Context: an optimization exercise on an open-source flow, tuned for small area. The choices shown serve that exercise and are no tape-out recipe. Function was checked by simulation only, so behaviour that the tests miss may differ from the original. Power figures rest on the tool's default switching activity, not on a simulated workload.

Design pe_array, start of the top module:
module pe_array(
  input  clk_i,
  input  rst_ni,
  input  clr_i,
  output clr_o,
  input  we_i,
  output we_o,
  input  [1:0] mode_i,
  input  [64-1:0] srca_word_i,
  output [64-1:0] srca_word_o,
  input  [8-1:0] srcb_i,
  output [64-1:0] wordp_o
);
export LEC_CHECK = 0
export ABC_AREA = 1
export CAP_MARGIN = 20
export CORE_MARGIN = 2
export CORE_UTILIZATION = 75
export CTS_CLUSTER_DIAMETER = 60
export CTS_CLUSTER_SIZE = 26
export SLEW_MARGIN = 20
export SYNTH_HIERARCHICAL = 1
create_clock -name core_clock -period 6.0 [get_ports {clk_i}]
standard.sh (not shown) runs the stock make flow with config.mk's settings and CLKGATE_MAP_FILE= SYNTH_SCRIPT=/design/flow/synth_recipe.tcl, a recipe that flattens the netlist after the stock synthesis.
==> flow/flow/run.sh <==
#!/bin/bash
# The standard layout (standard synthesis, floorplan, placement, CTS, routing)
# with one change in how the layout is made: the port buffers use the
# smallest buffer cell (the resizer still upsizes any that need it).
set -o pipefail
bash standard.sh "BUFFER_PORTS_ARGS=-buffer_cell sky130_fd_sc_hd__buf_1" finish > standard.log 2>&1
The baseline finished with timing, DRC and antenna clean.
Then changed:
ABC_AREA = 0   (was 1)
CTS_CLUSTER_DIAMETER = 70   (was 60)
CTS_CLUSTER_SIZE = 20   (was 26)
SETUP_SLACK_MARGIN = 0.1   (was default)
The new run ran to the end with no violations. Non-clock buffer count is lower by 3. Cell area decreases by 3.4%. Worst setup slack gets better by 0.063 ns. Synthesized cell count drops by 19%. Synthesized area shrinks by about 2%. Fmax is higher by about 1.1%. Sequential power rose by about 3%. Hold slack improves by 0.0074 ns. Count of clock-buffer cells in the layout came out higher by 9.
Then changed:
GPL_TIMING_DRIVEN = 0   (was default)
SETUP_SLACK_MARGIN = default   (was 0.1)
=> Now the flow produced a layout that fails on setup timing. Via count went up by 3.3%. Setup slack degrades by 0.32 ns. Area after synthesis stays the same. Final cell count went up by about 1.2%. Fmax went down by 5.2%. Global-route usage went up by 1.5 points. Routed wire length went up by about 8%. Cell area went up by about 2%. Power went up by 2.4%. Critical path depth went up by 1. Sequential cell count stays the same.
Then changed:
ABC_AREA = 1   (was 0)
GPL_TIMING_DRIVEN = default   (was 0)
Outcome:
- This time the run passed the timing, DRC and antenna checks
- count of clock-buffer cells in the layout rises by 4
- worst hold slack improves by 0.0030 ns
- synthesized area rises by 2.2%
- fmax rises by 4.7%
- routed wire length falls by 6.6%
- sequential share of layout area falls by 0.40 points
- worst setup slack improves by 0.27 ns
Then changed:
ABC_AREA = 0   (was 1)
=>
- total power came out higher by a few percent
- worst setup slack degrades by 0.18 ns
- via count went down by a little under a tenth
- cell count came out lower by about a fifth
- final area drops by a few percent
- non-clock buffer count increases by 15
- clock-buffer cell count shrinks by 6
- hold slack barely changes
- global-route usage came out higher by 1.1 points
- area after synthesis drops by a few percent

---

## v53
Starting RTL as in the previous note.
export LEC_CHECK = 0
export ABC_AREA = 0
export CAP_MARGIN = 20
export CORE_MARGIN = 2
export CORE_UTILIZATION = 75
export CTS_CLUSTER_DIAMETER = 70
export CTS_CLUSTER_SIZE = 20
export SETUP_SLACK_MARGIN = 0.1
export SLEW_MARGIN = 20
export SYNTH_HIERARCHICAL = 1
create_clock -name core_clock -period 6.0 [get_ports {clk_i}]
==> flow/flow/run.sh <==
#!/bin/bash
# The standard layout (standard synthesis, floorplan, placement, CTS, routing)
# with two changes in how the layout is made: the port buffers use the
# smallest buffer cell (the resizer still upsizes any that need it), and
# clock tree synthesis adds no dummy loads for balancing.
set -o pipefail
bash standard.sh "BUFFER_PORTS_ARGS=-buffer_cell sky130_fd_sc_hd__buf_1" \
  "CTS_ARGS=-sink_clustering_enable -repair_clock_nets -sink_clustering_size 30 -sink_clustering_max_diameter 60 -dont_use_dummy_load" \
  finish > standard.log 2>&1
Changes in v45 relative to v53:
# v53
export LEC_CHECK = 0
export ABC_AREA = 0
export CAP_MARGIN = 20
export CORE_MARGIN = 2
export CORE_UTILIZATION = 75
export CTS_CLUSTER_DIAMETER = 70
export CTS_CLUSTER_SIZE = 20
export SETUP_SLACK_MARGIN = 0.1
export SLEW_MARGIN = 20
export SYNTH_HIERARCHICAL = 1
create_clock -name core_clock -period 6.0 [get_ports {clk_i}]
# v45
export LEC_CHECK = 0
export ABC_AREA = 0
export CAP_MARGIN = 20
export CORE_MARGIN = 2
export CORE_UTILIZATION = 75
export CTS_CLUSTER_DIAMETER = 70
export CTS_CLUSTER_SIZE = 20
export SETUP_SLACK_MARGIN = 0.2
export SLEW_MARGIN = 20
export SYNTH_HIERARCHICAL = 1
create_clock -name core_clock -period 6.0 [get_ports {clk_i}]
==> flow/flow/run.sh <==
#!/bin/bash
# The standard layout (standard synthesis, floorplan, placement, CTS, routing)
# with one change in how the layout is made: the port buffers use the
# smallest buffer cell (the resizer still upsizes any that need it).
set -o pipefail
bash standard.sh "BUFFER_PORTS_ARGS=-buffer_cell sky130_fd_sc_hd__buf_1" finish > standard.log 2>&1
## What came out
- Startpoint of the worst setup timing path = srca_word_i[27]: v53; startpoint of the worst setup timing path = g_pair[3].acc: v45
- Global-route wire length before repair in v45 is 1.2% above v53.
- Re first-pass iteration count of the detailed router: v53 was higher than v45.
- Compared with v53, v45 shows a final-layout non-clock buffer area share that is 0.30 points higher.
- Where post-layout minimum cycle time is concerned, v53 is outperformed by v45.
- Summary of v45 over v53: number of vias after detailed routing picked up an extra 128, area added between synthesis and finish picked up an extra 0.79 points.
- | count of non-filler cells in the finished layout | lower: v53 |
- Compared with v53, v45 is hungrier on power.
Setup changes, v45 to v21
# v45
export LEC_CHECK = 0
export ABC_AREA = 0
export CAP_MARGIN = 20
export CORE_MARGIN = 2
export CORE_UTILIZATION = 75
export CTS_CLUSTER_DIAMETER = 70
export CTS_CLUSTER_SIZE = 20
export SETUP_SLACK_MARGIN = 0.2
export SLEW_MARGIN = 20
export SYNTH_HIERARCHICAL = 1
create_clock -name core_clock -period 6.0 [get_ports {clk_i}]
# v21
export LEC_CHECK = 0
export ABC_AREA = 1
export CAP_MARGIN = 0
export CORE_MARGIN = 2
export CORE_UTILIZATION = 75
export CTS_CLUSTER_DIAMETER = 70
export CTS_CLUSTER_SIZE = 20
export SLEW_MARGIN = 0
export SYNTH_HIERARCHICAL = 1
create_clock -name core_clock -period 6.0 [get_ports {clk_i}]
--- outcome ---
In the metrics for v45 and v21, the one carrying the lower first-iteration DRC count is v21.
v21 against v45: cell count after synthesis up about 23%, via count increased 9.3%, met2 layer usage reported by global route went up 2.6 points.
Taking v45 as the reference point, the buffer count excluding the clock tree in the final layout of v21 falls by 2.7%.
Looking at v45 and v21, the reported combinational group power is a wash.
Between v45 and v21, the flow reports core outline area increasing by a few percent.
v21 — floorplan row count 1.6% higher, v45 as reference
Total power of v21 is higher than that of v45.
Fraction of the cycle the final worst path needs: v21 vs v45 up 1.4 points
Number of cells in the design after placement: v45 and v21 compared, higher one is v21
diff inputs: v21 => v32
# v21
export LEC_CHECK = 0
export ABC_AREA = 1
export CAP_MARGIN = 0
export CORE_MARGIN = 2
export CORE_UTILIZATION = 75
export CTS_CLUSTER_DIAMETER = 70
export CTS_CLUSTER_SIZE = 20
export SLEW_MARGIN = 0
export SYNTH_HIERARCHICAL = 1
create_clock -name core_clock -period 6.0 [get_ports {clk_i}]
# v32
export LEC_CHECK = 0
export ABC_AREA = 0
export CAP_MARGIN = 20
export CORE_MARGIN = 2
export CORE_UTILIZATION = 75
export CTS_CLUSTER_DIAMETER = 70
export CTS_CLUSTER_SIZE = 20
export SETUP_SLACK_MARGIN = 0.1
export SLEW_MARGIN = 20
export SYNTH_HIERARCHICAL = 1
create_clock -name core_clock -period 6.0 [get_ports {clk_i}]
==> flow/flow/run.sh <==
#!/bin/bash
# The standard layout (standard synthesis, floorplan, placement, CTS, routing)
# with two changes in how the layout is made: the port buffers use the
# smallest buffer cell (the resizer still upsizes any that need it), and
# clock tree synthesis adds no dummy loads for balancing.
set -o pipefail
bash standard.sh "BUFFER_PORTS_ARGS=-buffer_cell sky130_fd_sc_hd__buf_1" \
  "CTS_ARGS=-sink_clustering_enable -repair_clock_nets -sink_clustering_size 20 -sink_clustering_max_diameter 70 -dont_use_dummy_load" \
  finish > standard.log 2>&1
--- outcome ---
v32 finished all stages; the layout is clean.
Against v21, v32 comes in 0.55 higher on via density per instance.
Relative contribution of the clock network to total power down 2.4 points in v32 wrt v21
Non-clock buffer count in the final layout was lower in v32 than in v21.
The higher core utilization of the finished layout of v32 and v21 is in v21.
v32 ends up with lower critical path buffer and inverter count than v21 does.
sky130_fd_sc_hd__nand2_1 as the leading cell type in the layout, fill and taps excluded was reported by v21, and sky130_fd_sc_hd__nor2_1 by v32.
Length of the first detailed-routing pass in iterations came out exactly the same in v32 and v21.

separate check: timing with driven ports:
The flow's constraints put no driver on any port. The routed layouts listed below were extracted and timed again, unchanged, in two steps.
Step 1: set_driving_cell puts a clkbuf_16 on clk_i and a buf_2 on each other input, an assumption about the parent block.
Step 2 moves the port delays by t, midway between the first and last clock arrival at a register: inputs arrive t later, outputs are due t later. That takes back most of the time a late clock gives input paths.
Slacks: no drivers / after step 1 / after step 2; pairs: no drivers / after step 1.
run	t (ns)	slack for setup (ns)	worst slew at a driven data input, ns
the first run of note 1	0.639	0.225 / 0.225 / -0.333	0.06
the second run of note 1	0.616	0.289 / 0.318 / -0.295	0.08
the third run of note 1	0.631	-0.026 / -0.026 / -0.599	0.05
the fourth run of note 1	0.621	0.244 / 0.244 / -0.322	0.05
the fifth run of note 1	0.628	0.065 / 0.065 / -0.366	0.07
v53	0.625	0.267 / 0.290 / -0.324	0.07
v45	0.619	0.328 / 0.328 / -0.251	0.08
v21	0.621	0.244 / 0.244 / -0.322	0.05
v32	0.601	0.297 / 0.319 / -0.270	0.07
With both steps, setup timing fails in 8 of these runs, where it was met with ideal ports. The setup slack of v53, which loses most, moves by +0.023 ns with the drivers and by -0.591 ns with both steps.
